From an optimization exercise on the open Yosys and OpenROAD flow, aimed at small area and a short achievable clock period; shortcuts taken in it are not production practice. In this exercise RTL edits were held to simulation tests only and were not proved equivalent to the original. Power and IR drop assume default switching activity.

$ cat flow/design.v
module fifo_sync #(
    parameter WIDTH = 32,
    parameter DEPTH = 64
) (
    input  logic clk,
    input  logic rst_n,
    input  logic wr_en,
    input  logic rd_en,
    input  logic [WIDTH-1:0] wr_data,
    output logic [WIDTH-1:0] rd_data,
    output logic full,
    output logic empty,
    output logic almost_full,
    output logic [$clog2(DEPTH):0] count
);
    localparam LO = 8;
    localparam HI = DEPTH / LO;
    logic [WIDTH-1:0] mem [0:DEPTH-1];
    logic [LO-1:0] wr_lo;
    logic [HI-1:0] wr_hi, wr_hig;
    logic [DEPTH-1:0] rd_sel;    
    logic [$clog2(DEPTH):0] cnt;
    logic full_q, empty_q, afull_q;
    assign count       = cnt;
    assign full        = full_q;
    assign empty       = empty_q;
    assign almost_full = afull_q;
    wire wr_fire = wr_en & ~full_q;
    wire rd_fire = rd_en & ~empty_q;
    wire inc = wr_fire & ~rd_fire;
    wire dec = rd_fire & ~wr_fire;
    wire full_nx = inc ? (cnt == DEPTH-1) : (dec ? 1'b0 : full_q);
    wire [HI-1:0] wr_hi_nx = (wr_fire && wr_lo[LO-1]) ? {wr_hi[HI-2:0], wr_hi[HI-1]} : wr_hi;
    always_ff @(posedge clk) begin
        for (int i = 0; i < DEPTH; i++)
            if (wr_hig[i/LO] && wr_lo[i%LO]) mem[i] <= wr_data;
    end
    logic [WIDTH-1:0] head;
    always_comb begin
        head = '0;
        for (int i = 0; i < DEPTH; i++)
            head = head | (mem[i] & {WIDTH{rd_sel[i]}});
    end
    always_ff @(posedge clk or negedge rst_n) begin
        if (!rst_n) begin
            wr_lo   <= LO'(1);
            wr_hi   <= HI'(1);
            wr_hig  <= HI'(1);
            rd_sel  <= DEPTH'(1);
            cnt     <= '0;
            full_q  <= 1'b0;
            empty_q <= 1'b1;
            afull_q <= 1'b0;
            rd_data <= '0;
        end else begin
            if (wr_fire) wr_lo <= {wr_lo[LO-2:0], wr_lo[LO-1]};
            wr_hi  <= wr_hi_nx;
            wr_hig <= wr_hi_nx & {HI{~full_nx}};
            if (rd_fire) begin
                rd_sel  <= {rd_sel[DEPTH-2:0], rd_sel[DEPTH-1]};
                rd_data <= head;
            end
            full_q <= full_nx;
            if (inc) begin
                cnt     <= cnt + 1'b1;
                empty_q <= 1'b0;
                afull_q <= (cnt >= DEPTH-2);
            end else if (dec) begin
                cnt     <= cnt - 1'b1;
                empty_q <= (cnt == 1);
                afull_q <= (cnt == DEPTH);
            end
        end
    end
endmodule
$ cat flow/run.sh
#!/bin/bash
# synth_recipe.tcl (not shown) runs the flow's synth.tcl, then flattens the netlist and writes it again
# the make line also repeats each setting of config.mk as NAME=value (left out here)
make -C /OpenROAD-flow-scripts/flow DESIGN_CONFIG=/design/flow/config.mk WORK_HOME=/design/flow/orfs CLKGATE_MAP_FILE= SYNTH_SCRIPT=/design/flow/synth_recipe.tcl finish
$ cat flow/config.mk
export PLATFORM = sky130hd
export DESIGN_NAME = fifo_sync
export DESIGN_NICKNAME = fifo_sync
export VERILOG_FILES = /design/flow/design.v
export SDC_FILE = /design/flow/constraint.sdc
export NUM_CORES = 4
export LEC_CHECK = 0
export CAP_MARGIN = 20
export CORE_MARGIN = 2
export CORE_UTILIZATION = 65
export CTS_BUF_LIST = sky130_fd_sc_hd__clkbuf_16
export CTS_CLUSTER_DIAMETER = 80
export CTS_CLUSTER_SIZE = 26
export PLACE_DENSITY = 0.75
export SETUP_SLACK_MARGIN = 1.55
export SLEW_MARGIN = 20
export TNS_END_PERCENT = 10
$ cat flow/constraint.sdc
create_clock -name core_clock -period 3.8 [get_ports {clk}]
set_input_delay 0.7600 -clock core_clock [delete_from_list [all_inputs] [get_ports {clk}]]
set_output_delay 0.7600 -clock core_clock [all_outputs]
set_load 0.01 [all_outputs]
==> results of run 1 <==
[metal layers]
metal,track usage (%),up-vias,part of all wire [%]
met4,36.14,22,11
met3,20.31,1924,21
met2,65.70,6705,40
met1,59.60,24407,28
met5,0,-,0.092
li1,-,17864,-
[report_power, final]
group	switching (mW)	internal (mW)
combinational	0.778	0.341
sequential	0.131	26.3
clock	7.23	4.74
total	8.14	31.4
[flip-flops by register name (all words and copies together) (netlist names)]
signal	count
full_q	1
empty_q	1
mem	2048
rd_sel	64
wr_hi	8
afull_q	1
cnt	7
wr_hig	8
rd_data	32
wr_lo	8
[placed cells by master, fill, tap and decap left out, types with 45 or more instances in the layout]
cell type	synthesis	layout
edfxtp_1	2048	2048
a22oi_1	762	755
buf_4	0	276
nand2_1	227	227
nand4_1	192	192
clkbuf_16	0	100
a22o_1	97	97
a221oi_1	87	82
buf_12	0	73
inv_1	4	71
nand3_1	67	65
and2_2	0	62
dfrtp_4	0	60
dfrtp_1	125	45
[per-stage QoR]
step | total power, mW | util (%)
5_1_grt | 40.04 | 72.36
6_report | 39.51 | 72.41
4_1_cts | 39.14 | 70.63
3_5_place_dp | 27.97 | 68.13
3_3_place_gp | 27.95 | 68.13
2_1_floorplan | 27.23 | -
[what timing repair did]
item                                    CTS  global route
endpoints found under the setup margin   89           165
endpoints found under the hold margin    30             0
setup buffers                            18           137
pin swaps                                 0            14
hold buffers                              1             0
gates resized for setup                  89            97
gates cloned                              0             2
[layout make-up]
class                   count  share of cell area (%)
repair buffers            448                   5.209
multi-input cells        1724                   14.00
clock inverters            75                  0.3760
diodes                     28                 0.08098
flip-flops and latches   2178                   75.14
clock buffers              98                   2.834
inverters                   6                 0.03326
well taps                1612                   2.331
[logic make-up after synthesis]
logic type	synth area share, %
adder cells (fa/ha/maj)	0.1124
XOR/XNOR	0.07866
AO/OA/AOI/OAI	10.77
buffers and inverters	1.653
flip-flops	83.08
multiplexers	0.1156
AND/OR/NAND/NOR	4.186
[cells in the mapped netlist, types with 3 or more instances]
| cell | instances |
|---|---|
| buf_1 | 38 |
| nand4_1 | 192 |
| a22oi_2 | 4 |
| o21ai_0 | 4 |
| o32a_1 | 31 |
| a22oi_1 | 762 |
| a22o_1 | 97 |
| xor2_1 | 4 |
| clkbuf_1 | 140 |
| mux2_2 | 8 |
| and2_1 | 64 |
| nor3_1 | 5 |
| nor2b_1 | 8 |
| nand2_1 | 227 |
| dfstp_2 | 5 |
| clkbuf_2 | 4 |
| buf_2 | 87 |
| or4_1 | 31 |
| edfxtp_1 | 2048 |
| nor2_1 | 36 |
| a21oi_1 | 36 |
| a221oi_2 | 10 |
| buf_6 | 10 |
| nand3_1 | 67 |
| ha_1 | 7 |
| a221oi_1 | 87 |
| xnor2_1 | 3 |
| inv_1 | 4 |
| a222oi_1 | 32 |
| dfrtp_1 | 125 |
[worst max-delay path: cells and delay by family, from the launching register on]
kind                   cells  cell delay (ns)
buffers and inverters      1             0.37
AO/OA/AOI/OAI              2             0.52
flip-flops                 1             0.78
AND/OR/NAND/NOR            2             0.73
[final timing paths]
check / end / slack [ns]
max in group asynchronous: rd_data[14] / 2.23
max reg2reg: rd_data[16] / 1.29
max: rd_data[16] / 1.29
min in group asynchronous: cnt[3] / 0.54
min reg2reg: empty_q / 0.50
min: mem[58][25] / 0.41
==> impl_metrics.ini, run 1 <==
[outcome]
status = complete, no violations

[global_route]
grt_overflow = 0
grt_usage_pct = 47.44
grt_pass1_vias = 45589
antenna_found_initial = 32
grt_max_degree = 97
grt_pass1_wl_mm = 382.4

[critical_path]
cp.required_ns = 4.44
r2r_cells = 5
cp_cell_sequence = buf_4 -> a22oi_1 -> nand4_1 -> or4_1 -> o32a_1
worst_path_largest_cell_delay_ns = 0.78
reg2reg_from = rd_sel[44]
critPathKind = reg2reg
crit_path_start = rd_sel[44]
cp-end-kind = register
cp-start-kind = register
critical_path_arrival_ns = 3.15
cp_max_fo = 15
cp_slowest_cell = dfrtp_4

[pwr]
power.density_nw_per_um2 = 456.7
p_leak_nw = 27.96
vdd_drop_max_v = 0.0004384

[sta]
clock_skew_ns = 0.04619
setup_tns_ns = 0
setup_violations = 0
hold_viol = 0
hold_ws_ns = 0.4061
setup_slack_ns = 1.288
finalMaxSlewViolations = 0
period_share_pct = 66.10
period_needed_ns = 2.512
grt_setup_unrepaired = true
tightest_slew_ns = 1.289
relSlewSlack_pct = 14.04
fmax_ghz = 0.3981

[clock_network]
cts_buffers = 94
clockBufferDepth = 3
clk_pin_slew_ns = 0.10
cts_root_buf = clkbuf_16
tritoncts = done
cts_max_level = 3
cts_sinks = 2178
clk_latency_ns = 0.77

[drt]
drt_iter0_drc = 11672
num_vias = 50922
wl_per_cell_um = 48.74
drc = 0
wirelength_mm = 300.7
drt_first_pass_iters = 9
vias_per_cell = 8.254
drtAntennaViolNets = 0

[placement]
gp_congestion = 0.9297
placed_area_um2 = 81410
post-place-ws_ns = 0.6337
hpwlAfterDp_mm = 163.7
placed_cells = 5806
numPortBuffers = 77

[cells_and_area]
syn_to_final_growth_pct = 11.00
layout-drive-gt1-share_pct = 15.68
multi_input_area_um2 = 12110
register_area_um2 = 65010
final.fill_count = 6941
nets = 4495
final-instance-count-excl-fill = 6169
final_cell_area_um2 = 86520

[synthesis]
synth-seq-cells = 2178
yosys_warnings = 2
yosys.area.top_type = edfxtp_1
synthTopCellsByArea = edfxtp_1, a22oi_1, dfrtp_1
synth-edff-count = 2048
avgSynthCellArea_um2 = 18.61
netlist_area_um2 = 77950
synth.distinct_cells = 40
ys.flop_type = edfxtp_1
synth_top_area_share_pct = 78.90
synth_fp_nets = 4232
postSynthCellCount = 4189
ys_seq_area_share_pct = 83.08
synthArstFlopShare_pct = 5.969

[job]
cap_violations = 0

[floorplan]
ios = 78
std_cell_rows = 127
die-area_um2 = 122700
initial_utilization_pct = 65.23
dieWidth_um = 350.3
core_area_um2 = 119500
die_h_um = 350.3

[min_path]
min_from = wr_data[25]
hold_class = in2reg
worst_hold_path.num_cells = 1
==> inputs of run 2 (changes only) <==
--- a/flow/config.mk
+++ b/flow/config.mk
@@ -7,11 +7,9 @@
 export LEC_CHECK = 0
 export CAP_MARGIN = 20
 export CORE_MARGIN = 2
-export CORE_UTILIZATION = 65
+export CORE_UTILIZATION = 60
 export CTS_BUF_LIST = sky130_fd_sc_hd__clkbuf_16
 export CTS_CLUSTER_DIAMETER = 80
 export CTS_CLUSTER_SIZE = 26
-export PLACE_DENSITY = 0.75
-export SETUP_SLACK_MARGIN = 1.55
+export SETUP_SLACK_MARGIN = 1.45
 export SLEW_MARGIN = 20
-export TNS_END_PERCENT = 10
==> impl_metrics.ini, run 2 <==
[critical_path]
cp_slowest_cell = dfrtp_4
cp_cell_sequence = buf_8 -> a22o_1 -> a221oi_4 -> nand4_1 -> o32a_1
reg2reg_from = rd_sel[25]
cp.buffers_inverters = 1
critPathTopFamily = compound AO/OA/AOI/OAI gates
critical_path_arrival_ns = 3.06
crit_path_start = rd_sel[25]
cp-end-kind = register
cp-start-kind = register
worst_path_largest_cell_delay_ns = 0.68
rrSetupSlack_ns = 1.39
cp.required_ns = 4.45
cp_max_fo = 6
critPathKind = reg2reg

[synthesis]
synth.distinct_cells = 40
yosys.area.top_type = edfxtp_1
synth-seq-cells = 2178
yosys_warnings = 2
yosysMostFrequentCell = edfxtp_1
avgSynthCellArea_um2 = 18.61
synth_fp_nets = 4232
netlist_area_um2 = 77950
synthTopCellsByArea = edfxtp_1, a22oi_1, dfrtp_1
synth-edff-count = 2048
synthArstFlopShare_pct = 5.969
yosys-top-cells-count = edfxtp_1, a22oi_1, nand2_1, nand4_1, clkbuf_1
ys_seq_area_share_pct = 83.08
postSynthCellCount = 4189
ys.flop_type = edfxtp_1
synth_top_area_share_pct = 78.90

[global_route]
grt_usage_pct = 48.01
grt_pass1_wl_mm = 412.1
grt_pass1_vias = 44694
grt_overflow = 0
grt_max_degree = 97
antenna_found_initial = 43

[clock_network]
cts_buffers = 96
cts_hold_buf = 0
cts_sinks = 2178
clk_pin_slew_ns = 0.11
clockBufferDepth = 3
clk_latency_ns = 0.78
tritoncts = done
cts_max_level = 3
cts_root_buf = clkbuf_16

[floorplan]
die-area_um2 = 132800
ios = 78
core_area_um2 = 129200
die_h_um = 364.4
dieWidth_um = 364.4
std_cell_rows = 132
initial_utilization_pct = 60.35

[placement]
numPortBuffers = 77
gp_congestion = 0.8908
hpwlAfterDp_mm = 175.6

[drt]
wirelength_mm = 317.5
vias_per_cell = 7.872
wl_per_cell_um = 50.29
drtAntennaViolNets = 0
drt_first_pass_iters = 7
drt_iter0_drc = 10653
drc = 0
num_vias = 49697

[cells_and_area]
final_cell_mix = edfxtp_1, a22oi_1, buf_4
final_common_cell = edfxtp_1
final_util_pct = 67.40
layout-drive-gt1-share_pct = 16.25
syn_to_final_growth_pct = 11.67
nets = 4510
regMostFlops = mem
largest_register_ffs = 2048
top_regs = mem: 2048 flops, rd_sel: 64 flops, rd_data: 32 flops

[sta]
grt_setup_unrepaired = true
period_share_pct = 63.49
setup_violations = 0
fmax_ghz = 0.4145
relSlewSlack_pct = 17.15
hold_viol = 0
finalMaxSlewViolations = 0
setup_tns_ns = 0
period_needed_ns = 2.413
tightest_slew_ns = 1.243
clock_skew_ns = 0.03175

[pwr]
total_power_mw = 39.82
p_leak_nw = 28.12
vdd_drop_max_v = 0.0003647
power.density_nw_per_um2 = 457.5

[job]
cap_violations = 0

[outcome]
status = complete, no violations

[min_path]
hold_class = in2async
-- run 2: final timing paths --
kind | endpoint | cells after the start
setup / recovery | rd_data[22] | 5
max in group asynchronous | rd_sel[2] | 2
hold / removal | rd_data[7] | 1
hold reg to reg | afull_q | 2
min in group core_clock | mem[30][15] | 1
setup reg to reg | rd_data[22] | 5
-- run 2: report_power, final --
part           switching [mW]  internal, mW
registers               0.123          26.3
clock network            7.42          4.89
logic                   0.767         0.332
total                    8.31          31.5
-- run 2: logic make-up (layout without fill, tap and decap cells) --
group / Yosys count / after routing / share of synthesized area (%)
DFF: 2178 / 2178 / 83.08
AOI/OAI and AO/OA: 1067 / 1067 / 10.77
and+or+nand+nor: 635 / 635 / 4.186
buffers and inverters: 287 / 647 / 1.653
muxes: 8 / 8 / 0.1156
adders and majority gates: 7 / 7 / 0.1124
xor gates and xnor gates: 7 / 7 / 0.07866
other: 0 / 22 / 0
-- run 2: worst reg2reg max path, cell delays in order, from the launching register on --
cell and delay [ns]:
dfrtp_4 0.68, buf_8 0.26, a22o_1 0.25, a221oi_4 0.27, nand4_1 0.38, o32a_1 0.46
-- run 2: layer usage --
layer | track usage [%] | vias up | share of wire [%]
met1 | 64.20 | 25411 | 32
met2 | 67.92 | 5211 | 42
met4 | 30.22 | 26 | 7.5
met5 | 0.07262 | - | 0.059
li1 | - | 17924 | -
met3 | 16.75 | 1125 | 17
-- run 2: layout make-up --
class,instances,area [um^2]
clock buffer,99,2477
fill,8641,42110
multi-input combinational,1724,12140
clock inverter,81,397.9
antenna,22,55.05
timing repair buffer,461,4766
inverter,6,25.02
tap,1742,2180
sequential,2178,65010
-- run 2: metrics by stage --
| stage | setup WS (ns) | cells | hold slack, ns | area (um^2) |
|---|---|---|---|---|
| 3_5_place_dp | 0.6396 | 5941 | 0.4658 | 81780 |
| 5_1_grt | 1.427 | 6303 | 0.08983 | 87020 |
| 2_1_floorplan | 1.461 | 4189 | 0.4644 | 77950 |
| 4_1_cts | 1.275 | 6230 | 0.05653 | 86060 |
| 3_3_place_gp | 0.7581 | 5941 | 0.4686 | 81780 |
| 6_report | 1.387 | 6313 | 0.02019 | 87040 |
-- run 2: what timing repair did --
item                       CTS  global route
setup buffers              109            58
resized for setup          140            43
pin swaps                    3            12
setup endpoints to repair   83            44
==> inputs of run 3 (changes only) <==
--- a/flow/config.mk
+++ b/flow/config.mk
@@ -7,9 +7,9 @@
 export LEC_CHECK = 0
 export CAP_MARGIN = 20
 export CORE_MARGIN = 2
-export CORE_UTILIZATION = 60
+export CORE_UTILIZATION = 65
 export CTS_BUF_LIST = sky130_fd_sc_hd__clkbuf_16
-export CTS_CLUSTER_DIAMETER = 80
-export CTS_CLUSTER_SIZE = 26
-export SETUP_SLACK_MARGIN = 1.45
+export CTS_CLUSTER_DIAMETER = 70
+export CTS_CLUSTER_SIZE = 30
+export SETUP_SLACK_MARGIN = 1.55
 export SLEW_MARGIN = 20
==> impl_metrics.ini, run 3 <==
[critical_path]
cp-end-kind = primary output
cp_cell_sequence = buf_6
cp-start-kind = register
cp_slowest_cell = dfrtp_2
worst_path_largest_cell_delay_ns = 0.62
reg2reg_from = wr_lo[4]
critPathKind = reg2out
critPathTopFamily = flip-flops
cp.required_ns = 3.04
crit_path_start = rd_data[0]
critical_path_arrival_ns = 1.58
rrSetupSlack_ns = 1.49
cp.buffers_inverters = 1
cp_max_fo = 2

[cells_and_area]
final.fill_count = 6907
final_common_cell = edfxtp_1
top_regs = mem: 2048 flops, rd_sel: 64 flops, rd_data: 32 flops
syn_to_final_growth_pct = 14.13
nets = 4575
regMostFlops = mem
layout-drive-gt1-share_pct = 20.12
final-instance-count-excl-fill = 6274
largest_register_ffs = 2048
final_cell_mix = edfxtp_1, a22oi_1, buf_4

[pwr]
power.density_nw_per_um2 = 478.1
p_leak_nw = 28.86
vdd_drop_max_v = 0.0004988

[clock_network]
cts_root_buf = clkbuf_16
clk_pin_slew_ns = 0.11
cts_sinks = 2178
tritoncts = done
clk_latency_ns = 0.80
cts_hold_buf = 0
clockBufferDepth = 3
cts_max_level = 3
cts_buffers = 113

[floorplan]
ios = 78
initial_utilization_pct = 65.23
die-area_um2 = 122700
die_h_um = 350.3
dieWidth_um = 350.3
core_area_um2 = 119500
std_cell_rows = 127

[placement]
numPortBuffers = 77
hpwlAfterDp_mm = 168.2
gp_congestion = 0.8909
placed_cells = 5801

[global_route]
grt_overflow = 0
grt_usage_pct = 50.95
grt_pass1_wl_mm = 404.7
grt_pass1_vias = 45203
grt_max_degree = 97
antenna_found_initial = 25

[sta]
period_share_pct = 61.47
clock_skew_ns = 0.03856
fmax_ghz = 0.4281
grt_setup_unrepaired = true
finalMaxSlewViolations = 0
relSlewSlack_pct = 21.06
tightest_slew_ns = 1.184
setup_violations = 0
hold_viol = 0
setup_tns_ns = 0
period_needed_ns = 2.336

[drt]
vias_per_cell = 8.097
num_vias = 50800
drtAntennaViolNets = 0
drt_iter0_drc = 10723
drc = 0
wirelength_mm = 312.5
wl_per_cell_um = 49.81
drt_first_pass_iters = 10

[synthesis]
ys_seq_area_share_pct = 83.08
synth_top_area_share_pct = 78.90
synth-edff-count = 2048
yosys.area.top_type = edfxtp_1
yosys-top-cells-count = edfxtp_1, a22oi_1, nand2_1, nand4_1, clkbuf_1
synth-seq-cells = 2178
ys.flop_type = edfxtp_1
yosysMostFrequentCell = edfxtp_1
netlist_area_um2 = 77950
postSynthCellCount = 4189
synthTopCellsByArea = edfxtp_1, a22oi_1, dfrtp_1
synth_fp_nets = 4232
synth.distinct_cells = 40
avgSynthCellArea_um2 = 18.61
yosys_warnings = 2
synthArstFlopShare_pct = 5.969

[job]
cap_violations = 0

[outcome]
status = complete, no violations

[min_path]
hold_class = in2async
[run 3: area by class of cell]
type	count	area, um^2	area share (%)
Tap cell	1612	2017	2.267
Clock inverter	103	1311	1.474
Antenna cell	29	72.57	0.08157
Inverter	6	28.78	0.03235
Multi-Input combinational cell	1724	12280	13.80
Timing Repair Buffer	509	5409	6.080
Clock buffer	113	2828	3.179
Sequential cell	2178	65020	73.08
[run 3: path summary, 6_finish.rpt]
kind                               end  cells past startpoint
min in group core_clock     mem[51][7]                      1
min reg2reg                    afull_q                      2
max in group asynchronous    rd_sel[8]                      2
min                        rd_data[24]                      1
max reg2reg                mem[60][19]                      2
max                         rd_data[0]                      1
[run 3: what timing repair did]
action / in CTS / in global routing
setup endpoints to repair: 126 / 70
buffers inserted: 198 / 23
cloned: 1 / 4
pin swaps: 4 / 32
gates resized for setup: 241 / 85
[run 3: per-stage QoR]
stage                     instance area [um^2]  hold WS, ns  power, mW  setup slack (ns)  utilization (%)
after CTS                                88180      0.03453      42.30             1.340            73.80
after global placement                   81550       0.4836      27.95            0.6827            68.25
after floorplan                          77970       0.4644      27.23             1.556                -
after global routing                     88910      0.03022      43.24             1.481            74.40
final                                    88960      0.02502      42.53             1.464            74.45
after detailed placement                 81560       0.4847      27.97            0.5995            68.25
[run 3: cells by family after synthesis]
logic type	Yosys count	synth area share (%)
flops	2178	83.08
compound gates	1067	10.77
xor+xnor	7	0.07866
mux	8	0.1156
buf+inv	287	1.653
fa+ha+maj	7	0.1124
simple gates	635	4.186
[run 3: layer usage]
| layer | up-vias | part of all wire [%] | global-route usage (%) |
|---|---|---|---|
| met4 | 26 | 8.6 | 33.52 |
| met5 | - | 0.082 | 0.5495 |
| met2 | 5865 | 41 | 69.85 |
| li1 | 18134 | - | - |
| met1 | 25352 | 31 | 67.29 |
| met3 | 1423 | 19 | 21.32 |
[run 3: report_power, final]
part	leakage (nW)	internal (mW)	switching, mW	total [mW]
logic	6.84	0.337	0.802	1.14
clock network	2.04	6.21	8.76	15.0
registers	20.0	26.3	0.127	26.4
==> inputs of run 4 (changes only) <==
==> flow/flow/run.sh (new file) <==
#!/bin/bash
# The standard layout, with the data pins placed in pairs: wr_data[b] next to
# rd_data[b]. Everything else is the standard flow (standard.sh), whose
# make output goes to standard.log; ORFS's own per-step logs stay in orfs/logs.
set -euo pipefail
here=$(pwd)
bash standard.sh "PRE_IO_PLACEMENT_TCL=$here/flow/io.tcl" finish > "$here/standard.log" 2>&1
==> flow/flow/io.tcl (new file) <==
# Keep each data bit's input and output pins next to each other, so the
# storage column of a bit and its output register sit by the same pins.
for {set b 0} {$b < 32} {incr b} {
  set_io_pin_constraint -group -order -pin_names [list "wr_data\[$b\]" "rd_data\[$b\]"]
}
==> flow/standard.sh (new file) <==
#!/bin/bash
# synth_recipe.tcl (not shown) runs the flow's synth.tcl, then flattens the netlist and writes it again
# the make line also repeats each setting of config.mk as NAME=value (left out here)
make -C /OpenROAD-flow-scripts/flow DESIGN_CONFIG=/design/flow/config.mk WORK_HOME=/design/flow/orfs CLKGATE_MAP_FILE= SYNTH_SCRIPT=/design/flow/synth_recipe.tcl "${@:-finish}"
--- a/flow/config.mk
+++ b/flow/config.mk
@@ -9,7 +9,7 @@
 export CORE_MARGIN = 2
 export CORE_UTILIZATION = 65
 export CTS_BUF_LIST = sky130_fd_sc_hd__clkbuf_16
-export CTS_CLUSTER_DIAMETER = 70
-export CTS_CLUSTER_SIZE = 30
+export CTS_CLUSTER_DIAMETER = 80
+export CTS_CLUSTER_SIZE = 26
 export SETUP_SLACK_MARGIN = 1.55
 export SLEW_MARGIN = 20
removed: flow/run.sh
==> impl_metrics.ini, run 4 <==
[clock_network]
clk_pin_slew_ns = 0.10
tritoncts = done
clk_latency_ns = 0.75
cts_sinks = 2178
cts_root_buf = clkbuf_16
clockBufferDepth = 3
cts_buffers = 95
cts_max_level = 3

[pwr]
vdd_drop_max_v = 0.0004273
power.density_nw_per_um2 = 454.8
p_leak_nw = 28.36

[placement]
gp_congestion = 0.9060
hpwlAfterDp_mm = 166.9
post-place-ws_ns = 0.6481
numPortBuffers = 77

[cells_and_area]
final.fill_count = 7198
final_common_cell = edfxtp_1
largest_register_ffs = 2048
multi_input_area_um2 = 12330
syn_to_final_growth_pct = 12.19
regMostFlops = mem
nets = 4546
layout-drive-gt1-share_pct = 17.99
final_cell_mix = edfxtp_1, a22oi_1, buf_4
top_regs = mem: 2048 flops, rd_sel: 64 flops, rd_data: 32 flops
register_area_um2 = 65010
final_util_pct = 73.18

[critical_path]
r2r_cells = 2
reg2reg_from = wr_lo[1]
rrSetupSlack_ns = 1.43
cp-start-kind = register
crit_path_start = wr_lo[1]
crit_end = mem[57][8]
r2r_end = mem[57][8]
critical_path_arrival_ns = 2.75
cp.required_ns = 4.18
cp-end-kind = register
cp_max_fo = 17
critPathKind = reg2reg

[drt]
wl_per_cell_um = 49.20
vias_per_cell = 8.073
wirelength_mm = 305.8
drt_iter0_drc = 10861
drtAntennaViolNets = 0
drt_first_pass_iters = 6
drc = 0
num_vias = 50175

[sta]
fmax_ghz = 0.4211
hold_viol = 0
setup_tns_ns = 0
setup_violations = 0
clock_skew_ns = 0.02414
hold_ws_ns = 0.1049
period_share_pct = 62.49
relSlewSlack_pct = 22.80
finalMaxSlewViolations = 0
setup_slack_ns = 1.426
tightest_slew_ns = 1.158
grt_setup_unrepaired = true
period_needed_ns = 2.374

[synthesis]
yosysMostFrequentCell = edfxtp_1
synthTopCellsByArea = edfxtp_1, a22oi_1, dfrtp_1
ys.flop_type = edfxtp_1
avgSynthCellArea_um2 = 18.61
synth.distinct_cells = 40
synth_fp_nets = 4232
yosys.area.top_type = edfxtp_1
synth-edff-count = 2048
yosys-top-cells-count = edfxtp_1, a22oi_1, nand2_1, nand4_1, clkbuf_1
netlist_area_um2 = 77950
synth_top_area_share_pct = 78.90
postSynthCellCount = 4189
ys_seq_area_share_pct = 83.08
synth-seq-cells = 2178
synthArstFlopShare_pct = 5.969
yosys_warnings = 2

[floorplan]
ios = 78
dieWidth_um = 350.3
core_area_um2 = 119500
std_cell_rows = 127
initial_utilization_pct = 65.23
die_h_um = 350.3
die-area_um2 = 122700

[global_route]
antenna_found_initial = 16
grt_overflow = 0
grt_max_degree = 97
grt_pass1_vias = 45188
grt_pass1_wl_mm = 397.0
grt_usage_pct = 49.69

[min_path]
hold_class = in2async

[job]
cap_violations = 0

[outcome]
status = complete, no violations
==> run 4: cell counts after synthesis <==
Identical to the previous run, type by type.
==> run 4: critical path, stage by stage (launching register included) <==
cell     delay, ns
dfrtp_1       0.59
and2_2        0.75
buf_4         0.62
==> run 4: worst min path at each step <==
| stage | start | end | slack [ns] | cells past startpoint |
|---|---|---|---|---|
| floorplan | rst_n | afull_q | 0.46 | 0 |
| global placement | empty_q | empty_q | 0.48 | 2 |
| detailed placement | empty_q | empty_q | 0.49 | 2 |
| CTS | rst_n | rd_data[20] | 0.11 | 1 |
| global route | rst_n | rd_data[24] | 0.13 | 1 |
| finish | rst_n | rd_data[20] | 0.10 | 1 |
==> run 4: stage by stage <==
step                power [mW]  std cells  cell area (um^2)
floorplan                27.23       4189             77970
global placement         27.94       5807             81480
detailed placement       27.96       5807             81480
CTS                      39.47       6150             86440
global route             40.45       6199             87410
finish                   39.77       6215             87450
==> run 4: cell type report <==
| cell class | instances | share of cell area [%] |
|---|---|---|
| multi-input combinational | 1724 | 14.10 |
| sequential | 2178 | 74.34 |
| clock inverter | 81 | 0.4321 |
| clock buffer | 99 | 2.833 |
| tap | 1612 | 2.306 |
| timing repair buffer | 498 | 5.915 |
| inverter | 6 | 0.03005 |
| antenna | 17 | 0.04865 |
==> run 4: cell families (layout without fill, tap and decap cells) <==
logic type / after synthesis / count (layout) / share of synthesized area [%]
buffers and inverters: 287 / 684 / 1.653
XOR/XNOR: 7 / 7 / 0.07866
flip-flops: 2178 / 2178 / 83.08
AND/OR/NAND/NOR: 635 / 635 / 4.186
AO/OA/AOI/OAI: 1067 / 1067 / 10.77
other: 0 / 17 / 0
adder cells (fa/ha/maj): 7 / 7 / 0.1124
multiplexers: 8 / 8 / 0.1156
==> run 4: report_power, final <==
part / internal (mW) / switching, mW
clock: 4.87 / 7.33
combinational: 0.346 / 0.822
sequential: 26.3 / 0.106
==> run 4: timing repair <==
| action | 4_1_cts | 5_1_grt |
|---|---|---|
| cloned | 0 | 4 |
| gates resized for setup | 227 | 83 |
| buffers inserted | 163 | 42 |
| pin swaps | 14 | 37 |
| setup endpoints to repair | 131 | 107 |
| hold buffers | 0 | 0 |
==> run 4: metal layers <==
layer	vias up	global-route usage (%)	part of all wire (%)
li1	17990	-	-
met4	18	28.82	7.7
met3	1313	20.64	20
met1	25148	66.93	31
met5	-	0.2355	0.061
met2	5706	68.74	41
==> inputs of run 5 (changes only) <==
--- a/flow/config.mk
+++ b/flow/config.mk
@@ -7,9 +7,9 @@
 export LEC_CHECK = 0
 export CAP_MARGIN = 20
 export CORE_MARGIN = 2
-export CORE_UTILIZATION = 65
+export CORE_UTILIZATION = 60
 export CTS_BUF_LIST = sky130_fd_sc_hd__clkbuf_16
 export CTS_CLUSTER_DIAMETER = 80
 export CTS_CLUSTER_SIZE = 26
-export SETUP_SLACK_MARGIN = 1.55
+export SETUP_SLACK_MARGIN = 1.45
 export SLEW_MARGIN = 20
==> impl_metrics.ini, run 5 <==
[clock_network]
tritoncts = done
cts_buffers = 99
clk_latency_ns = 0.77
clockBufferDepth = 3
cts_max_level = 3
cts_sinks = 2178
clk_pin_slew_ns = 0.10
cts_root_buf = clkbuf_16

[cells_and_area]
top_regs = mem: 2048 flops, rd_sel: 64 flops, rd_data: 32 flops
final_cell_mix = edfxtp_1, a22oi_1, buf_4
syn_to_final_growth_pct = 11.56
layout-drive-gt1-share_pct = 15.68
final.fill_count = 8693
final_common_cell = edfxtp_1
regMostFlops = mem
final_util_pct = 67.33
nets = 4482
largest_register_ffs = 2048

[synthesis]
avgSynthCellArea_um2 = 18.61
synth_fp_nets = 4232
ys.flop_type = edfxtp_1
yosys_warnings = 2
yosysMostFrequentCell = edfxtp_1
synth.distinct_cells = 40
synth-seq-cells = 2178
yosys-top-cells-count = edfxtp_1, a22oi_1, nand2_1, nand4_1, clkbuf_1
netlist_area_um2 = 77950
yosys.area.top_type = edfxtp_1
ys_seq_area_share_pct = 83.08
synth_top_area_share_pct = 78.90
synthArstFlopShare_pct = 5.969
synth-edff-count = 2048
synthTopCellsByArea = edfxtp_1, a22oi_1, dfrtp_1
postSynthCellCount = 4189

[sta]
relSlewSlack_pct = 22.53
finalMaxSlewViolations = 0
clock_skew_ns = 0.04049
period_share_pct = 63.51
fmax_ghz = 0.4144
tightest_slew_ns = 1.162
setup_tns_ns = 0
grt_setup_unrepaired = true
period_needed_ns = 2.413
setup_violations = 0
hold_viol = 0
setup_slack_ns = 1.387

[pwr]
p_leak_nw = 27.98
power.density_nw_per_um2 = 461.6
vdd_drop_max_v = 0.0004225

[placement]
post-place-ws_ns = 0.7233
gp_congestion = 0.8832
numPortBuffers = 77
hpwlAfterDp_mm = 173.4

[critical_path]
cp.required_ns = 4.22
cp-end-kind = register
critical_path_arrival_ns = 2.84
cp-start-kind = register
cp_max_fo = 14
critPathKind = reg2reg
r2r_cells = 2

[outcome]
status = complete, no violations

[drt]
drt_first_pass_iters = 6
wl_per_cell_um = 49.58
num_vias = 49371
drt_iter0_drc = 10512
drc = 0
drtAntennaViolNets = 0
vias_per_cell = 7.873
wirelength_mm = 310.9

[floorplan]
initial_utilization_pct = 60.35
dieWidth_um = 364.4
std_cell_rows = 132
core_area_um2 = 129200
die_h_um = 364.4
ios = 78
die-area_um2 = 132800

[global_route]
grt_usage_pct = 46.66
grt_pass1_wl_mm = 403.6
antenna_found_initial = 15
grt_overflow = 0
grt_pass1_vias = 44295
grt_max_degree = 97

[min_path]
worst_hold_path.num_cells = 1
hold_class = in2reg

[job]
cap_violations = 0
==> run 5: cell counts after synthesis <==
Identical to the previous run, type by type.
==> run 5: critical path, cell delays in order (launching register included) <==
cell	delay, ns
dfrtp_1	0.65
and2_2	0.95
buf_4	0.44
==> run 5: final timing paths <==
path	startpoint	endpoint	slack [ns]
max	wr_lo[1]	mem[41][27]	1.39
min	wr_data[25]	mem[38][25]	0.38
max reg2reg	wr_lo[1]	mem[41][27]	1.39
min reg2reg	afull_q	afull_q	0.49
max in group asynchronous	rst_n	rd_sel[0]	2.47
min in group asynchronous	rst_n	rd_data[20]	0.51
==> run 5: repair_timing <==
item	4_1_cts	5_1_grt
gates resized for setup	132	39
hold endpoints to repair	30	0
hold buffers	1	0
gates cloned	0	2
setup endpoints to repair	89	76
pin swaps	0	6
buffers inserted	93	44
==> run 5: cell families after synthesis <==
family | after synthesis | synth area share, %
muxes | 8 | 0.1156
DFF | 2178 | 83.08
AOI/OAI and AO/OA | 1067 | 10.77
buffers and inverters | 287 | 1.653
and+or+nand+nor | 635 | 4.186
xor gates and xnor gates | 7 | 0.07866
adders and majority gates | 7 | 0.1124
==> run 5: layout make-up <==
class                      instances  area [um^2]  area share (%)
antenna                            8        20.02         0.02302
clock buffer                     103         2577           2.964
clock inverter                    80        465.4          0.5353
inverter                           6        26.28         0.03022
multi-input combinational       1725        12110           13.93
sequential                      2178        64990           74.74
tap                             1742         2180           2.507
timing repair buffer             429         4587           5.275
==> run 5: power breakdown <==
group          internal (mW)  switching (mW)  leakage (nW)
Clock                   5.06            7.56          1.68
Sequential              26.3           0.104          20.0
Combinational          0.333           0.782          6.30
Total                   31.7            8.45          28.0
==> run 5: per-layer routing <==
layer / GRT usage, % / wire [um]
met4: 25.09 / 22870
met3: 13.41 / 51290
met1: 65.01 / 104600
met5: 0 / 80
met2: 67.43 / 132100
==> run 5: stage by stage <==
stage          hold WS, ns  cells  cell area [um^2]  power [mW]
2_1_floorplan       0.4644   4189             77950       27.22
3_3_place_gp        0.4712   5936             81950       27.96
3_5_place_dp        0.4780   5936             81950       27.97
4_1_cts             0.4950   6213             86140       39.97
5_1_grt             0.3834   6263             86940       40.87
6_report            0.3782   6271             86960       40.14
==> inputs of run 6 (changes only) <==
--- a/flow/design.v
+++ b/flow/design.v
@@ -13,12 +13,8 @@
     output logic almost_full,
     output logic [$clog2(DEPTH):0] count
 );
-    localparam LO = 8;
-    localparam HI = DEPTH / LO;
     logic [WIDTH-1:0] mem [0:DEPTH-1];
-    logic [LO-1:0] wr_lo;
-    logic [HI-1:0] wr_hi, wr_hig;
-    logic [DEPTH-1:0] rd_sel;    
+    logic [DEPTH-1:0] rd_sel, wr_row;
     logic [$clog2(DEPTH):0] cnt;
     logic full_q, empty_q, afull_q;
     assign count       = cnt;
@@ -30,10 +26,11 @@
     wire inc = wr_fire & ~rd_fire;
     wire dec = rd_fire & ~wr_fire;
     wire full_nx = inc ? (cnt == DEPTH-1) : (dec ? 1'b0 : full_q);
-    wire [HI-1:0] wr_hi_nx = (wr_fire && wr_lo[LO-1]) ? {wr_hi[HI-2:0], wr_hi[HI-1]} : wr_hi;
+    wire [DEPTH-1:0] wr_pos = full_q ? rd_sel : wr_row;
+    wire [DEPTH-1:0] wr_pos_nx = wr_fire ? {wr_pos[DEPTH-2:0], wr_pos[DEPTH-1]} : wr_pos;
     always_ff @(posedge clk) begin
         for (int i = 0; i < DEPTH; i++)
-            if (wr_hig[i/LO] && wr_lo[i%LO]) mem[i] <= wr_data;
+            if (wr_row[i]) mem[i] <= wr_data;
     end
     logic [WIDTH-1:0] head;
     always_comb begin
@@ -43,9 +40,7 @@
     end
     always_ff @(posedge clk or negedge rst_n) begin
         if (!rst_n) begin
-            wr_lo   <= LO'(1);
-            wr_hi   <= HI'(1);
-            wr_hig  <= HI'(1);
+            wr_row  <= DEPTH'(1);
             rd_sel  <= DEPTH'(1);
             cnt     <= '0;
             full_q  <= 1'b0;
@@ -53,9 +48,7 @@
             afull_q <= 1'b0;
             rd_data <= '0;
         end else begin
-            if (wr_fire) wr_lo <= {wr_lo[LO-2:0], wr_lo[LO-1]};
-            wr_hi  <= wr_hi_nx;
-            wr_hig <= wr_hi_nx & {HI{~full_nx}};
+            wr_row <= wr_pos_nx & {DEPTH{~full_nx}};
             if (rd_fire) begin
                 rd_sel  <= {rd_sel[DEPTH-2:0], rd_sel[DEPTH-1]};
                 rd_data <= head;
==> flow/run.sh (new file) <==
#!/bin/bash
# synth_recipe.tcl (not shown) runs the flow's synth.tcl, then flattens the netlist and writes it again
# the make line also repeats each setting of config.mk as NAME=value (left out here)
make -C /OpenROAD-flow-scripts/flow DESIGN_CONFIG=/design/flow/config.mk WORK_HOME=/design/flow/orfs CLKGATE_MAP_FILE= SYNTH_SCRIPT=/design/flow/synth_recipe.tcl finish
--- a/flow/config.mk
+++ b/flow/config.mk
@@ -7,9 +7,9 @@
 export LEC_CHECK = 0
 export CAP_MARGIN = 20
 export CORE_MARGIN = 2
-export CORE_UTILIZATION = 60
+export CORE_UTILIZATION = 65
 export CTS_BUF_LIST = sky130_fd_sc_hd__clkbuf_16
 export CTS_CLUSTER_DIAMETER = 80
 export CTS_CLUSTER_SIZE = 26
-export SETUP_SLACK_MARGIN = 1.45
+export SETUP_SLACK_MARGIN = 1.6
 export SLEW_MARGIN = 20
removed: flow/flow/run.sh
removed: flow/flow/io.tcl
removed: flow/standard.sh
==> impl_metrics.ini, run 6 <==
[cells_and_area]
final_util_pct = 73.98
largest_register_ffs = 2048
final_common_cell = edfxtp_1
final.fill_count = 7320
final_cell_mix = edfxtp_1, a22oi_1, buf_4
nets = 4845
syn_to_final_growth_pct = 13.36
layout-drive-gt1-share_pct = 20.46
regMostFlops = mem
top_regs = mem: 2048 flops, rd_sel: 64 flops, wr_row: 64 flops

[synthesis]
muxShareOfSynthArea_pct = 0.7971
synth_adder_area_share_pct = 0.1090
netlist_area_um2 = 80370
synth-seq-cells = 2218
synth_xor_area_share_pct = 0.07628
yosys.area_share.simple_pct = 3.981
ys_seq_area_share_pct = 81.82
synth_compound_area_share_pct = 10.99
postSynthCellCount = 4405
synth.distinct_cells = 37
yosys.area.top_type = edfxtp_1
avgSynthCellArea_um2 = 18.25
synthArstFlopShare_pct = 7.665
synth_fp_nets = 4448
ys.flop_type = edfxtp_1
synth_top_family_by_area = compound AO/OA/AOI/OAI gates
synthTopCellsByArea = edfxtp_1, a22oi_1, dfrtp_1
yosysMostFrequentCell = edfxtp_1
synth_top_area_share_pct = 76.52
yosys-top-cells-count = edfxtp_1, a22oi_1, nand2_1, nand4_1, dfrtp_1
yosys_warnings = 2
synth-edff-count = 2048

[min_path]
hold_class = in2async

[sta]
period_share_pct = 61.42
tightest_slew_ns = 1.438
clock_skew_ns = 0.04798
finalMaxSlewViolations = 0
grt_setup_unrepaired = true
relSlewSlack_pct = 4.129
period_needed_ns = 2.334
fmax_ghz = 0.4285
hold_ws_ns = 0.02357
setup_tns_ns = 0
setup_violations = 0
hold_viol = 0

[job]
cap_violations = 0

[floorplan]
dieWidth_um = 355.6
die_h_um = 355.6
core_area_um2 = 123200
std_cell_rows = 129
ios = 78
die-area_um2 = 126500
initial_utilization_pct = 65.26

[critical_path]
crit_path_start = rd_sel[34]
reg2reg_from = rd_sel[34]
cp.buffers_inverters = 1
cp.required_ns = 4.43
cp_cell_sequence = buf_4 -> a22oi_1 -> nand4_1 -> or4_4 -> o32a_1
crit_end = rd_data[8]
r2r_end = rd_data[8]
crit_cells = 5
r2r_cells = 5
worst_path_largest_cell_delay_ns = 0.57
cp-end-kind = register
critPathTopFamily = compound AO/OA/AOI/OAI gates
critical_path_arrival_ns = 2.96
cp_max_fo = 8
cp-start-kind = register
rrSetupSlack_ns = 1.47
cp_slowest_cell = dfrtp_4
critPathKind = reg2reg

[pwr]
p_sw_mw = 8.467
p_leak_nw = 30.05
total_power_mw = 40.63
switching_share_pct = 20.84
vdd_drop_max_v = 0.0003901
p_int_mw = 32.16
power.density_nw_per_um2 = 446.0
comb_power_share_pct = 3.1
pwr-share-clk_pct = 30.8
p_seq_share_pct = 66.1

[outcome]
status = complete, no violations

[global_route]
grt_overflow = 0
grt_usage_pct = 52.64
grt_pass1_wl_mm = 432.9
grt_pass1_vias = 47944
busiest_layer = met2
antenna_found_initial = 26
grt.met1_usage_pct = 68.55
grt_max_degree = 97
use_met2_pct = 73.05
grtUsageMet3_pct = 22.44

[drt]
wirelength_mm = 333.6
vias_per_cell = 8.182
num_vias = 53535
drtAntennaViolNets = 0
drt_iter0_drc = 12788
drt_first_pass_iters = 10
wl_per_cell_um = 50.98
drc = 0

[placement]
numPortBuffers = 77
gp_congestion = 0.8980
hpwlAfterDp_mm = 177.8

[clock_network]
cts_root_buf = clkbuf_16
cts_hold_buf = 0
clk_latency_ns = 0.78
cts_buffers = 97
clockBufferDepth = 3
cts_max_level = 3
cts_sinks = 2218
tritoncts = done
clk_pin_slew_ns = 0.10
run 6: cell count changes after synthesis, moves of 20 or more:
| cell | before | now |
|---|---|---|
| nor2_1 | 36 | 163 |
| a21oi_1 | 36 | 100 |
| and2_1 | 64 | 0 |
| mux2i_1 | 0 | 64 |
| buf_6 | 10 | 53 |
| dfrtp_1 | 125 | 167 |
| nand2_1 | 227 | 203 |
| a221oi_1 | 87 | 64 |
| a221oi_2 | 10 | 32 |
| clkbuf_1 | 140 | 120 |
run 6: worst min path at each step:
stage          startpoint     endpoint  slack (ns)
2_1_floorplan       rst_n      afull_q        0.46
3_3_place_gp      afull_q      afull_q        0.48
3_5_place_dp      afull_q      afull_q        0.48
4_1_cts             rst_n  rd_data[26]        0.03
5_1_grt             rst_n  rd_data[19]        0.04
6_report            rst_n  rd_data[19]        0.02
run 6: area by class of cell:
cell class / instances / area [um^2] / share of cell area (%)
timing repair buffer: 605 / 6516 / 7.152
inverter: 6 / 27.53 / 0.03021
multi-input combinational: 1874 / 13390 / 14.70
antenna: 23 / 57.56 / 0.06317
tap: 1637 / 2048 / 2.248
clock inverter: 79 / 402.9 / 0.4422
sequential: 2218 / 66140 / 72.59
clock buffer: 101 / 2527 / 2.774
run 6: per-stage QoR:
| step | area, um^2 | setup WS (ns) | instances |
|---|---|---|---|
| 6_report | 91110 | 1.466 | 6543 |
| 5_1_grt | 91070 | 1.517 | 6527 |
| 4_1_cts | 89680 | 1.416 | 6459 |
| 3_5_place_dp | 83630 | 0.5402 | 6054 |
| 3_3_place_gp | 83620 | 0.5608 | 6054 |
| 2_1_floorplan | 80480 | 1.482 | 4405 |
run 6: cell families (layout without fill, tap and decap cells):
group | Yosys count | count (layout)
simple gates | 665 | 665
other cells | 0 | 23
fa+ha+maj | 7 | 7
flops | 2218 | 2218
buf+inv | 313 | 791
mux | 64 | 64
compound gates | 1131 | 1131
xor+xnor | 7 | 7
run 6: repair_timing:
item,CTS,global route
setup buffers,218,52
gates resized for setup,316,146
pin swaps,22,85
hold endpoints to repair,0,0
cloned,7,7
setup endpoints to repair,139,86
run 6: power groups by stage:
stage	combinational [mW]	clock (mW)	sequential (mW)
global route	1.34	13.1	26.8
floorplan	0.339	0	27.4
detailed placement	1.07	0	27.4
finish	1.27	12.5	26.8
CTS	1.20	12.3	26.8
global placement	1.05	0	27.4
run 6: metal layers:
metal / wire length [um] / part of all wire (%) / up-vias
met5: 286 / 0.086 / -
met4: 28700 / 8.6 / 22
met3: 65540 / 20 / 1582
met2: 137700 / 41 / 6275
met1: 101300 / 30 / 26722
li1: - / - / 18934
==> inputs of run 7 (changes only) <==
--- a/flow/design.v
+++ b/flow/design.v
@@ -32,11 +32,12 @@
         for (int i = 0; i < DEPTH; i++)
             if (wr_row[i]) mem[i] <= wr_data;
     end
-    logic [WIDTH-1:0] head;
+    wire [DEPTH-1:0] rd_pick = rd_sel & {DEPTH{rd_fire}};
+    logic [WIDTH-1:0] rd_nx;
     always_comb begin
-        head = '0;
+        rd_nx = rd_data & {WIDTH{~rd_fire}};
         for (int i = 0; i < DEPTH; i++)
-            head = head | (mem[i] & {WIDTH{rd_sel[i]}});
+            rd_nx = rd_nx | (mem[i] & {WIDTH{rd_pick[i]}});
     end
     always_ff @(posedge clk or negedge rst_n) begin
         if (!rst_n) begin
@@ -49,10 +50,8 @@
             rd_data <= '0;
         end else begin
             wr_row <= wr_pos_nx & {DEPTH{~full_nx}};
-            if (rd_fire) begin
-                rd_sel  <= {rd_sel[DEPTH-2:0], rd_sel[DEPTH-1]};
-                rd_data <= head;
-            end
+            if (rd_fire) rd_sel <= {rd_sel[DEPTH-2:0], rd_sel[DEPTH-1]};
+            rd_data <= rd_nx;
             full_q <= full_nx;
             if (inc) begin
                 cnt     <= cnt + 1'b1;
==> impl_metrics.ini, run 7 <==
[outcome]
status = failed layout checks
violations = negative hold slack

[critical_path]
cp.required_ns = 4.44
worst_path_largest_cell_delay_ns = 0.61
critical_path_arrival_ns = 3.03
cp-start-kind = register
critPathKind = reg2reg
cp_slowest_cell = dfrtp_4
cp-end-kind = register
cp_cell_sequence = buf_12 -> buf_6 -> a22o_1 -> a221oi_1 -> nand4_1 -> nor4_2 -> a21oi_1
cp.buffers_inverters = 2
cp_max_fo = 12
critPathTopFamily = simple AND/OR/NAND/NOR gates

[floorplan]
ios = 78
die_h_um = 354.2
core_area_um2 = 121700
std_cell_rows = 128
initial_utilization_pct = 65.49
die-area_um2 = 125500
dieWidth_um = 354.2

[placement]
hpwlAfterDp_mm = 168.8
numPortBuffers = 77
placed_cells = 5990
post-place-ws_ns = 0.6676
gp_congestion = 0.8869

[pwr]
total_power_mw = 40.51
vdd_drop_max_v = 0.0004275
p_leak_nw = 29.35
power.density_nw_per_um2 = 452.5

[cells_and_area]
layout-drive-gt1-share_pct = 17.89
largest_register_ffs = 2048
final_cell_mix = edfxtp_1, a22oi_1, buf_4
final-instance-count-excl-fill = 6402
final_common_cell = edfxtp_1
top_regs = mem: 2048 flops, rd_sel: 64 flops, wr_row: 64 flops
nets = 4713
syn_to_final_growth_pct = 12.30
regMostFlops = mem

[synthesis]
synthArstFlopShare_pct = 7.665
avgSynthCellArea_um2 = 18.11
synth_top_family_by_area = compound AO/OA/AOI/OAI gates
netlist_area_um2 = 79720
yosys.area_share.simple_pct = 3.897
synthTopCellsByArea = edfxtp_1, a22oi_1, dfrtp_1
yosysMostFrequentCell = edfxtp_1
synth.distinct_cells = 41
yosys-top-cells-count = edfxtp_1, a22oi_1, clkbuf_1, nand2_1, a22o_1
synth-edff-count = 2048
synth_adder_area_share_pct = 0.1099
synth_top_area_share_pct = 77.15
synth_compound_area_share_pct = 11.07
ys_seq_area_share_pct = 82.49
synth-seq-cells = 2218
yosys_warnings = 2
postSynthCellCount = 4402
synth_fp_nets = 4445
muxShareOfSynthArea_pct = 0.8036
synth_xor_area_share_pct = 0.07691
yosys.area.top_type = edfxtp_1
ys.flop_type = edfxtp_1

[sta]
hold_ws_ns = -0.01304
grt_setup_unrepaired = true
setup_slack_ns = 1.407
hold_viol = 2
fmax_ghz = 0.4179
clock_skew_ns = 0.03608
period_needed_ns = 2.393
period_share_pct = 62.98
relSlewSlack_pct = 6.514
setup_violations = 0
tightest_slew_ns = 1.402
finalMaxSlewViolations = 0
setup_tns_ns = 0

[min_path]
hold_class = in2async

[clock_network]
cts_buffers = 98
clockBufferDepth = 3
clk_latency_ns = 0.77
clk_pin_slew_ns = 0.10
tritoncts = done
cts_max_level = 3
cts_root_buf = clkbuf_16
cts_sinks = 2218

[global_route]
grt_overflow = 0
grt_pass1_wl_mm = 427.3
grt_pass1_vias = 46967
grt_usage_pct = 52.17
antenna_found_initial = 17
grt_max_degree = 103

[drt]
drt_iter0_drc = 13174
drtAntennaViolNets = 0
wirelength_mm = 333.1
vias_per_cell = 8.323
drc = 0
wl_per_cell_um = 52.02
drt_first_pass_iters = 9
num_vias = 53283

[job]
cap_violations = 0
-- run 7: logic make-up (layout without fill, tap and decap cells) --
logic type / after synthesis / count (layout)
DFF: 2218 / 2218
AOI/OAI and AO/OA: 1135 / 1135
and+or+nand+nor: 658 / 658
buffers and inverters: 313 / 667
muxes: 64 / 64
adders and majority gates: 7 / 7
xor gates and xnor gates: 7 / 7
other: 0 / 21
-- run 7: worst reg2reg max path: stages (launching register included) --
cell,delay [ns]
dfrtp_4,0.61
buf_12,0.19
buf_6,0.18
a22o_1,0.25
a221oi_1,0.26
nand4_1,0.29
nor4_2,0.38
a21oi_1,0.11
-- run 7: what timing repair did --
action	in CTS	in global routing
hold buffers	0	0
endpoints found under the setup margin	139	99
gates resized for setup	290	113
pin swaps	32	51
hold endpoints to repair	0	0
buffers inserted	141	50
cloned	5	8
-- run 7: metal layers --
metal | track usage (%) | part of all wire [%] | vias up
met3 | 19.95 | 20 | 1633
met1 | 69.60 | 30 | 26523
met2 | 72.79 | 41 | 6453
met5 | 0 | 0.026 | -
li1 | - | - | 18662
met4 | 33.35 | 9.5 | 12
-- run 7: path summary, 6_finish.rpt --
check                           startpoint     endpoint  slack, ns  cells after the start
min in group core_clock            afull_q      afull_q       0.48                      2
worst max register to register  rd_sel[22]  rd_data[26]       1.41                      7
worst max-delay path            rd_sel[22]  rd_data[26]       1.41                      7
worst min-delay path                 rst_n       cnt[2]      -0.01                      1
max in group asynchronous            rst_n   rd_sel[63]       2.79                      2
worst min register to register     afull_q      afull_q       0.48                      2
-- run 7: per-stage QoR --
step                util, %  hold WS (ns)  area, um^2
global placement      68.41        0.4607       83270
CTS                   72.39       0.03365       88110
finish                73.55      -0.01304       89520
global route          73.51       0.04056       89470
detailed placement    68.41        0.4627       83270
floorplan                 -        0.4644       79840
-- run 7: layout make-up --
class / instances / area, um^2
Antenna cell: 21 / 52.55
Clock buffer: 100 / 2502
Clock inverter: 86 / 449.2
Fill cell: 7229 / 32200
Inverter: 6 / 25.02
Multi-Input combinational cell: 1871 / 13430
Sequential cell: 2218 / 66160
Tap cell: 1625 / 2033
Timing Repair Buffer: 475 / 4868
-- run 7: where the power goes --
| part | leakage (nW) | internal, mW | switching [mW] |
|---|---|---|---|
| Combinational | 7.24 | 0.356 | 0.810 |
| Sequential | 20.4 | 26.7 | 0.122 |
| Clock | 1.67 | 4.97 | 7.53 |

## port drivers added, routing unchanged
No port has a modelled driver above. Below, the same layouts with a new extraction and two added sets of constraints. Step 1 sets driving cells, clkbuf_16 on the clock port and buf_2 on the other inputs (assumed; they add their load-dependent delay and slew). Step 2, shift: input delay + t, output delay - t, t = (earliest + latest rising clock arrival at the registers) / 2. This alone moves slack from input paths to output paths. Slacks: ideal / step 1 / step 2; pairs: ideal / step 1.
| run | shift t [ns] | setup WS [ns] | worst hold slack (ns) |
|---|---|---|---|
| run 1 | 0.830 | 1.288 / 1.263 / 0.757 | 0.406 / 0.343 / 0.502 |
| run 2 | 0.847 | 1.387 / 1.315 / 0.869 | 0.020 / -0.029 / 0.476 |
| run 3 | 0.871 | 1.464 / 1.368 / 0.810 | 0.025 / -0.029 / 0.498 |
| run 4 | 0.823 | 1.426 / 1.422 / 0.837 | 0.105 / 0.063 / 0.504 |
| run 5 | 0.835 | 1.387 / 1.374 / 0.824 | 0.378 / 0.311 / 0.490 |
| run 6 | 0.832 | 1.466 / 1.388 / 1.079 | 0.024 / -0.010 / 0.498 |
| run 7 | 0.834 | 1.407 / 1.407 / 0.832 | -0.013 / -0.048 / 0.479 |
For run 3, which loses most, drivers alone change the setup slack by -0.096 ns; drivers and shift together by -0.654 ns.
